What follows belongs to an exercise in optimizing a design on an open flow for small area and a short achievable clock period; a production flow would make more cautious choices.
The RTL was checked by simulation tests, not by an equivalence proof against the original design.
Power figures rest on the tool's default switching activity, not on a simulated workload.

==> inputs of run a <==
==> flow/design.v (excerpt) <==
module mul(clk,
	   reset,
	   is_signed,
	   is_high,
	   go,
	   src_A,
	   src_B,
	   rob_ptr_in,
	   prf_ptr_in,
	   y,
	   complete,
	   rob_ptr_out,
	   prf_ptr_val_out,
	   prf_ptr_out);
export LEC_CHECK = 0
export CAP_MARGIN = 20
export CORE_MARGIN = 2
export CORE_UTILIZATION = 68
export CTS_CLUSTER_DIAMETER = 60
export CTS_CLUSTER_SIZE = 24
export SLEW_MARGIN = 20
export SYNTH_HIERARCHICAL = 1
create_clock -name core_clock -period 8.0 [get_ports {clk}]
standard.sh (not shown) runs the stock make flow with config.mk's settings and CLKGATE_MAP_FILE= SYNTH_SCRIPT=/design/flow/synth_recipe.tcl, a recipe that flattens the netlist after the stock synthesis.
==> flow/flow/run.sh <==
#!/bin/bash
# The standard layout (standard.sh: unchanged synthesis, floorplan, power grid, tap
# cells, placement, CTS and routing) with two changes to how it is made:
#  - the port buffers that placement inserts on every input and output are plain buf_2
#    cells instead of the default delay-buffer cell;
#  - timing repair aims 5.1 ns below the fixed 8 ns clock period (setup margin).
set -euo pipefail
bash standard.sh "BUFFER_PORTS_ARGS=-buffer_cell sky130_fd_sc_hd__buf_2" "SETUP_SLACK_MARGIN=5.1" finish > standard.log 2>&1
==> run b (differences from run a) <==
==> flow/flow/run.sh (replaced) <==
#!/bin/bash
# The standard layout (standard.sh: unchanged synthesis, floorplan, power grid, tap
# cells, placement, CTS and routing) with two changes to how it is made:
#  - the port buffers that placement inserts on every input and output are plain buf_2
#    cells instead of the default delay-buffer cell;
#  - timing repair aims 5.0 ns below the fixed 8 ns clock period (setup margin).
set -euo pipefail
bash standard.sh "BUFFER_PORTS_ARGS=-buffer_cell sky130_fd_sc_hd__buf_2" "SETUP_SLACK_MARGIN=5.0" finish > standard.log 2>&1
==> notes.md <==
Run b completed without violations. Run a completed with no timing, DRC or antenna violations. In final cell count, run b and run a hardly differ. In critical path depth, run a and run b do not differ. In clock power, run a and run b hardly differ. In die area, run a and run b do not differ. Sequential power is about the same in run b and run a.

---

==> v4 <==
mul, a different RTL version from the one above (not shown whole).
// mul
module mul(clk,
	   reset,
	   is_signed,
	   is_high,
	   go,
	   src_A,
	   src_B,
	   rob_ptr_in,
	   prf_ptr_in,
	   y,
	   complete,
	   rob_ptr_out,
	   prf_ptr_val_out,
	   prf_ptr_out);
Settings: LEC_CHECK=0, CAP_MARGIN=20, CORE_MARGIN=2, CORE_UTILIZATION=55, CTS_CLUSTER_DIAMETER=60, CTS_CLUSTER_SIZE=24, SLEW_MARGIN=20, SYNTH_HIERARCHICAL=1; clock period 8.0 ns.
==> flow/flow/run.sh <==
#!/bin/bash
# The standard layout (standard.sh: unchanged synthesis, floorplan, power grid, tap
# cells, placement, CTS and routing) with two changes to how it is made:
#  - the port buffers that placement inserts on every input and output are plain buf_2
#    cells instead of the default delay-buffer cell;
#  - timing repair aims 5.2 ns below the fixed 8 ns clock period (setup margin).
set -euo pipefail
bash standard.sh "BUFFER_PORTS_ARGS=-buffer_cell sky130_fd_sc_hd__buf_2" "SETUP_SLACK_MARGIN=5.2" finish > standard.log 2>&1
==> v31: changes against v4 <==
--- a/flow/design.v
+++ b/flow/design.v
@@ -1969,35 +1969,41 @@
    wire bs1625;
    wire bc1626;
    wire bhs1627;
    wire bhc1628;
    wire bs1629;
    wire bc1630;
-   wire [20:0] lo2;
    logic r2_0_0;
+   logic r2_0_1;
    logic r2_1_0;
    logic r2_2_0;
    logic r2_3_0;
    logic r2_4_0;
    logic r2_5_0;
    logic r2_6_0;
+   logic r2_6_1;
    logic r2_7_0;
    logic r2_8_0;
+   logic r2_8_1;
    logic r2_9_0;
    logic r2_10_0;
+   logic r2_10_1;
    logic r2_11_0;
    logic r2_12_0;
+   logic r2_12_1;
    logic r2_13_0;
    logic r2_14_0;
+   logic r2_14_1;
    logic r2_15_0;
    logic r2_16_0;
+   logic r2_16_1;
    logic r2_17_0;
    logic r2_18_0;
+   logic r2_18_1;
    logic r2_19_0;
    logic r2_20_0;
-   logic r2_20_1;
    logic r2_21_0;
    logic r2_21_1;
    logic r2_22_0;
    logic r2_23_0;
    logic r2_23_1;
    logic r2_24_0;
@@ -3542,35 +3548,41 @@
    assign bhs1623 = r1_58_0 ^ r1_58_1;
    assign bhc1624 = r1_58_0 & r1_58_1;
    fa u_bs1625 (.a(r1_59_0), .b(r1_59_1), .c(r1_59_2), .s(bs1625), .co(bc1626));
    assign bhs1627 = r1_60_0 ^ r1_60_1;
    assign bhc1628 = r1_60_0 & r1_60_1;
    fa u_bs1629 (.a(r1_62_0), .b(r1_62_1), .c(r1_62_2), .s(bs1629), .co(bc1630));
-   assign lo2 = {1'b0, bs1385 , bhs1379 , bs1375 , bhs1371 , bs1367 , bhs1363 , bs1359 , bhs1355 , bs1353 , bhs1351 , bs1349 , bhs1347 , bs1345 , bhs1343 , bs1341 , r1_4_0 , r1_3_0 , r1_2_0 , r1_1_0 , r1_0_0} + {1'b0, 1'b0 , bc1376 , 1'b0 , bc1368 , 1'b0 , bc1360 , 1'b0 , bc1354 , 1'b0 , bc1350 , 1'b0 , bc1346 , 1'b0 , bc1342 , 1'b0 , 1'b0 , 1'b0 , 1'b0 , 1'b0 , r1_0_1};
-   always_ff @(posedge clk) r2_0_0 <= lo2[0];
-   always_ff @(posedge clk) r2_1_0 <= lo2[1];
-   always_ff @(posedge clk) r2_2_0 <= lo2[2];
-   always_ff @(posedge clk) r2_3_0 <= lo2[3];
-   always_ff @(posedge clk) r2_4_0 <= lo2[4];
-   always_ff @(posedge clk) r2_5_0 <= lo2[5];
-   always_ff @(posedge clk) r2_6_0 <= lo2[6];
-   always_ff @(posedge clk) r2_7_0 <= lo2[7];
-   always_ff @(posedge clk) r2_8_0 <= lo2[8];
-   always_ff @(posedge clk) r2_9_0 <= lo2[9];
-   always_ff @(posedge clk) r2_10_0 <= lo2[10];
-   always_ff @(posedge clk) r2_11_0 <= lo2[11];
-   always_ff @(posedge clk) r2_12_0 <= lo2[12];
-   always_ff @(posedge clk) r2_13_0 <= lo2[13];
-   always_ff @(posedge clk) r2_14_0 <= lo2[14];
-   always_ff @(posedge clk) r2_15_0 <= lo2[15];
-   always_ff @(posedge clk) r2_16_0 <= lo2[16];
-   always_ff @(posedge clk) r2_17_0 <= lo2[17];
-   always_ff @(posedge clk) r2_18_0 <= lo2[18];
-   always_ff @(posedge clk) r2_19_0 <= lo2[19];
+   always_ff @(posedge clk) r2_0_0 <= r1_0_0;
+   always_ff @(posedge clk) r2_0_1 <= r1_0_1;
+   always_ff @(posedge clk) r2_1_0 <= r1_1_0;
+   always_ff @(posedge clk) r2_2_0 <= r1_2_0;
+   always_ff @(posedge clk) r2_3_0 <= r1_3_0;
+   always_ff @(posedge clk) r2_4_0 <= r1_4_0;
+   always_ff @(posedge clk) r2_5_0 <= bs1341;
+   always_ff @(posedge clk) r2_6_0 <= bhs1343;
+   always_ff @(posedge clk) r2_6_1 <= bc1342;
+   always_ff @(posedge clk) r2_7_0 <= bs1345;
+   always_ff @(posedge clk) r2_8_0 <= bhs1347;
+   always_ff @(posedge clk) r2_8_1 <= bc1346;
+   always_ff @(posedge clk) r2_9_0 <= bs1349;
+   always_ff @(posedge clk) r2_10_0 <= bhs1351;
+   always_ff @(posedge clk) r2_10_1 <= bc1350;
+   always_ff @(posedge clk) r2_11_0 <= bs1353;
+   always_ff @(posedge clk) r2_12_0 <= bhs1355;
+   always_ff @(posedge clk) r2_12_1 <= bc1354;
+   always_ff @(posedge clk) r2_13_0 <= bs1359;
+   always_ff @(posedge clk) r2_14_0 <= bhs1363;
+   always_ff @(posedge clk) r2_14_1 <= bc1360;
+   always_ff @(posedge clk) r2_15_0 <= bs1367;
+   always_ff @(posedge clk) r2_16_0 <= bhs1371;
+   always_ff @(posedge clk) r2_16_1 <= bc1368;
+   always_ff @(posedge clk) r2_17_0 <= bs1375;
+   always_ff @(posedge clk) r2_18_0 <= bhs1379;
+   always_ff @(posedge clk) r2_18_1 <= bc1376;
+   always_ff @(posedge clk) r2_19_0 <= bs1385;
    always_ff @(posedge clk) r2_20_0 <= bs1391;
-   always_ff @(posedge clk) r2_20_1 <= lo2[20];
    always_ff @(posedge clk) r2_21_0 <= bhs1397;
    always_ff @(posedge clk) r2_21_1 <= bc1392;
    always_ff @(posedge clk) r2_22_0 <= bs1403;
    always_ff @(posedge clk) r2_23_0 <= bhs1409;
    always_ff @(posedge clk) r2_23_1 <= bc1404;
    always_ff @(posedge clk) r2_24_0 <= bs1415;
@@ -3642,10 +3654,10 @@
    always_ff @(posedge clk) r2_61_0 <= r1_61_0;
    always_ff @(posedge clk) r2_61_1 <= bhc1628;
    always_ff @(posedge clk) r2_62_0 <= bs1629;
    always_ff @(posedge clk) r2_63_0 <= r1_63_0;
    always_ff @(posedge clk) r2_63_1 <= bc1630;
    wire [63:0] f0 = {r2_63_0, r2_62_0, r2_61_0, r2_60_0, r2_59_0, r2_58_0, r2_57_0, r2_56_0, r2_55_0, r2_54_0, r2_53_0, r2_52_0, r2_51_0, r2_50_0, r2_49_0, r2_48_0, r2_47_0, r2_46_0, r2_45_0, r2_44_0, r2_43_0, r2_42_0, r2_41_0, r2_40_0, r2_39_0, r2_38_0, r2_37_0, r2_36_0, r2_35_0, r2_34_0, r2_33_0, r2_32_0, r2_31_0, r2_30_0, r2_29_0, r2_28_0, r2_27_0, r2_26_0, r2_25_0, r2_24_0, r2_23_0, r2_22_0, r2_21_0, r2_20_0, r2_19_0, r2_18_0, r2_17_0, r2_16_0, r2_15_0, r2_14_0, r2_13_0, r2_12_0, r2_11_0, r2_10_0, r2_9_0, r2_8_0, r2_7_0, r2_6_0, r2_5_0, r2_4_0, r2_3_0, r2_2_0, r2_1_0, r2_0_0};
-   wire [63:0] f1 = {r2_63_1, 1'b0, r2_61_1, r2_60_1, r2_59_1, r2_58_1, r2_57_1, r2_56_1, r2_55_1, r2_54_1, r2_53_1, r2_52_1, r2_51_1, r2_50_1, r2_49_1, 1'b0, r2_47_1, 1'b0, r2_45_1, 1'b0, r2_43_1, r2_42_1, r2_41_1, r2_40_1, r2_39_1, r2_38_1, r2_37_1, r2_36_1, r2_35_1, r2_34_1, r2_33_1, 1'b0, r2_31_1, 1'b0, r2_29_1, 1'b0, r2_27_1, 1'b0, r2_25_1, 1'b0, r2_23_1, 1'b0, r2_21_1, r2_20_1, 1'b0, 1'b0, 1'b0, 1'b0, 1'b0, 1'b0, 1'b0, 1'b0, 1'b0, 1'b0, 1'b0, 1'b0, 1'b0, 1'b0, 1'b0, 1'b0, 1'b0, 1'b0, 1'b0, 1'b0};
+   wire [63:0] f1 = {r2_63_1, 1'b0, r2_61_1, r2_60_1, r2_59_1, r2_58_1, r2_57_1, r2_56_1, r2_55_1, r2_54_1, r2_53_1, r2_52_1, r2_51_1, r2_50_1, r2_49_1, 1'b0, r2_47_1, 1'b0, r2_45_1, 1'b0, r2_43_1, r2_42_1, r2_41_1, r2_40_1, r2_39_1, r2_38_1, r2_37_1, r2_36_1, r2_35_1, r2_34_1, r2_33_1, 1'b0, r2_31_1, 1'b0, r2_29_1, 1'b0, r2_27_1, 1'b0, r2_25_1, 1'b0, r2_23_1, 1'b0, r2_21_1, 1'b0, 1'b0, r2_18_1, 1'b0, r2_16_1, 1'b0, r2_14_1, 1'b0, r2_12_1, 1'b0, r2_10_1, 1'b0, r2_8_1, 1'b0, r2_6_1, 1'b0, 1'b0, 1'b0, 1'b0, 1'b0, r2_0_1};
    wire [63:0] prod = f0 + f1;
    always_ff @(posedge clk) r3_y <= r2_hi ? {32'd0, prod[63:32]} : prod;
 endmodule
==> flow/run.sh (new file) <==
#!/bin/bash
# synth_recipe.tcl (not shown) runs the flow's synth.tcl, then flattens the netlist and writes it again
# the make line also repeats each setting of config.mk as NAME=value (left out here)
make -C /OpenROAD-flow-scripts/flow DESIGN_CONFIG=/design/flow/config.mk WORK_HOME=/design/flow/orfs CLKGATE_MAP_FILE= SYNTH_SCRIPT=/design/flow/synth_recipe.tcl finish
Settings changed: ABC_CLOCK_PERIOD_IN_PS from default to 2500, CORE_UTILIZATION 55 to 40, CTS_CLUSTER_DIAMETER 60 to default, CTS_CLUSTER_SIZE 24 to default, SETUP_SLACK_MARGIN from default to 5.
removed: flow/flow/run.sh
removed: flow/standard.sh
==> v37: changes against v4 <==
==> flow/flow/run.sh (replaced) <==
#!/bin/bash
# The standard layout (standard.sh: unchanged synthesis, floorplan, power grid, tap
# cells, placement, CTS and routing) with two changes to how it is made:
#  - the port buffers that placement inserts on every input and output are plain buf_2
#    cells instead of the default delay-buffer cell;
#  - timing repair aims 5.0 ns below the fixed 8 ns clock period (setup margin).
set -euo pipefail
bash standard.sh "BUFFER_PORTS_ARGS=-buffer_cell sky130_fd_sc_hd__buf_2" "SETUP_SLACK_MARGIN=5.0" finish > standard.log 2>&1
Settings changed: CORE_UTILIZATION 55 to 68.
==> summary of the runs <==
- Sequential power: v4 is smaller than v37 (about 1%).
- The highest first-iteration DRC count belongs to v37, the lowest to v31.
- Of v37 and v4, v4 has the higher count of clock-buffer cells in the layout (gap 5).
- Clock power, highest first: v31, v4, v37.
- The highest sequential share of layout area belongs to v37, the lowest to v31.
- Of v31 and v4, v4 has the higher setup slack (gap 0.12 ns).

[what the ideal ports hide]
The results above use ideal ports. As a check the final layouts listed here were re-extracted and re-timed, cells and wires unchanged.
Step 1 assumes that a clkbuf_16 drives the clock port and a buf_2 every other input.
Step 2 adds t to the input delays and takes it off the output delays; t is the mean of the earliest and latest rising clock arrival at the registers after step 1. Input paths then give back, and output paths get back, about the clock's delay inside the block.
Slacks: ideal ports / drivers / drivers and shift; pairs: ideal ports / drivers.
run	shift t [ns]	slack for setup (ns)	worst hold slack (ns)	worst data-port slew with drivers (ns)
run a	0.655	5.115 / 5.115 / 5.115	0.331 / 0.331 / 0.331	0.05
run b	0.656	5.084 / 5.084 / 5.084	0.329 / 0.329 / 0.329	0.05
v4	0.681	5.154 / 5.154 / 5.154	0.331 / 0.331 / 0.331	0.04
v31	0.714	5.032 / 4.962 / 4.965	0.326 / 0.326 / 0.326	0.05
v37	0.680	5.071 / 5.071 / 5.071	0.329 / 0.329 / 0.329	0.04
After both steps setup and hold are still met in every run listed. For v31, which loses most, drivers alone change the setup slack by -0.070 ns; drivers and shift together by -0.067 ns.
